Background: an optimization exercise with open tools, aiming at small area, a short achievable clock period and few clock cycles. Do not read the settings as production practice.
Power is estimated from default activity; no workload was simulated.

## run 1
## top
module top(clk,
           rst,
           done,
           in_mem_data,
           out_mem_data,
           mux_data,
           en_in_mem,
           in_mem_addr,
           en_out_mem,
           out_mem_addr,
           out_mem_read,
           out_mem_write
           );
  input  clk;
  input  rst;
  input  [23:0]  in_mem_data;
  input  [7:0]   out_mem_data;
  output [7:0]   mux_data;
  output         en_in_mem;
  output [31:0]  in_mem_addr;
  output         en_out_mem;
  output [31:0]  out_mem_addr;
  output         out_mem_read;
  output         out_mem_write;
  output done;
  wire [18:0] in_addr;
  wire [18:0] out_addr;
  assign in_mem_addr  = {13'd0, in_addr};
  assign out_mem_addr = {13'd0, out_addr};
  sipu_core #(.W(800), .H(600), .K(6), .AW(19)) core(
    .clk(clk), .rst(rst),
    .in_mem_data(in_mem_data), .out_mem_data(out_mem_data),
    .mux_data(mux_data),
    .en_in_mem(en_in_mem), .in_mem_addr(in_addr),
    .en_out_mem(en_out_mem), .out_mem_addr(out_addr),
    .out_mem_read(out_mem_read), .out_mem_write(out_mem_write),
    .done(done));
  ...
export LEC_CHECK = 0
export CAP_MARGIN = 20
export CORE_MARGIN = 2
export CORE_UTILIZATION = 40
export SLEW_MARGIN = 20
create_clock -name core_clock -period 24.0 [get_ports {clk}]
standard.sh (not shown) runs the stock make flow with config.mk's settings and CLKGATE_MAP_FILE= SYNTH_SCRIPT=/design/flow/synth_recipe.tcl, a recipe that flattens the netlist after the stock synthesis.
==> flow/flow/run.sh <==
#!/bin/bash
set -o pipefail
export BUFFER_PORTS_ARGS="-buffer_cell sky130_fd_sc_hd__buf_2"
export CTS_ARGS="-sink_clustering_enable -repair_clock_nets -dont_use_dummy_load -buf_list {sky130_fd_sc_hd__clkbuf_4 sky130_fd_sc_hd__clkbuf_8}"
export SETUP_SLACK_MARGIN=18.6
bash standard.sh > standard.log 2>&1
Relative to run 1, the following input files were edited for run 2:
==> flow/flow/run.sh <==
#!/bin/bash
set -o pipefail
export BUFFER_PORTS_ARGS="-buffer_cell sky130_fd_sc_hd__buf_2"
export CTS_ARGS="-sink_clustering_enable -repair_clock_nets -dont_use_dummy_load -buf_list {sky130_fd_sc_hd__clkbuf_4 sky130_fd_sc_hd__clkbuf_8}"
export SETUP_SLACK_MARGIN=18.2
bash standard.sh > standard.log 2>&1
==> summary.txt <==
- On wire length of the first global-routing pass, run 1 loses to run 2.
- On fmax, run 2 does worse than run 1.
- Setup slack: run 2 less than run 1
- Run 2 vs. run 1: combined global-route utilization of all metal layers went down, clock network fraction of design power went up, storage element area did not really move, critical path depth did not really move.
- STATUS minimum period implied by the final worst setup slack: run 2 loses against run 1
- From run 1 to run 2 the numbers moved as follows: transition at the pin with the smallest max-transition slack lost 0.10 ns; sequential fraction of total cell area saw an increase; logic gate share of total power shows a reduction of 6.0 points.
Modified inputs, run 3 compared to run 2
==> flow/flow/run.sh <==
#!/bin/bash
set -o pipefail
export BUFFER_PORTS_ARGS="-buffer_cell sky130_fd_sc_hd__buf_2"
export CTS_ARGS="-sink_clustering_enable -repair_clock_nets -dont_use_dummy_load -buf_list {sky130_fd_sc_hd__clkbuf_4 sky130_fd_sc_hd__clkbuf_8}"
bash standard.sh > standard.log 2>&1
Findings:
- In run 3, worst setup margin is lower than in run 2.
- From run 2 to run 3 the numbers moved as follows: met1 wire length now sits lower, power now sits lower, fraction of the cycle the final worst path needs now sits higher, count of buffer and inverter cells on the critical path now sits at about the same level.
- When run 3 is set beside run 2, its routed wire length turns out to be 4.0% smaller.
- Run 3 against run 2: area taken by flip-flops and latches went down by about 0.4%, number of non-filler instances in the completed layout down 2.0%, clock group share of total power now larger, combinational fraction of design power lost 1.3 points.
What run 4 does differently from run 3 at the input level:
==> flow/flow/run.sh <==
#!/bin/bash
set -o pipefail
export BUFFER_PORTS_ARGS="-buffer_cell sky130_fd_sc_hd__buf_2"
export CTS_ARGS="-sink_clustering_enable -repair_clock_nets -dont_use_dummy_load -buf_list {sky130_fd_sc_hd__clkbuf_4 sky130_fd_sc_hd__clkbuf_8}"
export SETUP_SLACK_MARGIN=17.5
bash standard.sh > standard.log 2>&1
Count of clock-buffer cells in the layout: run 4 vs run 3 identical
Run 4 ran to completion and came out clean on the timing, design-rule and antenna checks.
Run 3 did not stop at any stage, and its layout met the timing, design-rule and antenna checks.
Compared run 3 against run 4; share of the synthesized area in compound gates (AO/OA/AOI/OAI) within noise.
[compare] base=run 3 new=run 4: post-layout minimum cycle time saw little to no change, fraction of the cycle the final worst path needs saw little to no change, non-clock buffer count saw little to no change.
As far as fmax is concerned, run 4 and run 3 perform about the same.
Function was not checked in any run of this note: the RTL went through the layout flow alone.

==> re-timing with driven ports <==
The results above use ideal ports. As a check the final layouts listed here were re-extracted and re-timed, cells and wires unchanged. Step 1: set_driving_cell puts a clkbuf_16 on clk and a buf_2 on each other input, an assumption about the parent block. Step 2 moves the port delays by t, midway between the first and last clock arrival at a register: inputs arrive t later, outputs are due t later. That takes back most of the time a late clock gives input paths. Slacks: ideal / step 1 / step 2; pairs: ideal / step 1.
run	t (ns)	setup WS [ns]	hold WS [ns]	worst register clock-pin slew, ns	worst slew at a driven data input, ns
run 1	0.545	17.984 / 17.940 / 18.476	0.252 / 0.252 / 0.252	0.06 / 0.06	0.03
run 2	0.575	17.962 / 17.919 / 18.399	0.250 / 0.250 / 0.250	0.06 / 0.06	0.03
run 3	0.571	17.793 / 17.750 / 17.903	0.249 / 0.249 / 0.249	0.06 / 0.06	0.03
run 4	0.574	17.791 / 17.747 / 17.991	0.250 / 0.250 / 0.250	0.06 / 0.06	0.03
After both steps every run listed still meets setup and hold. Setup slack includes reset recovery checks.
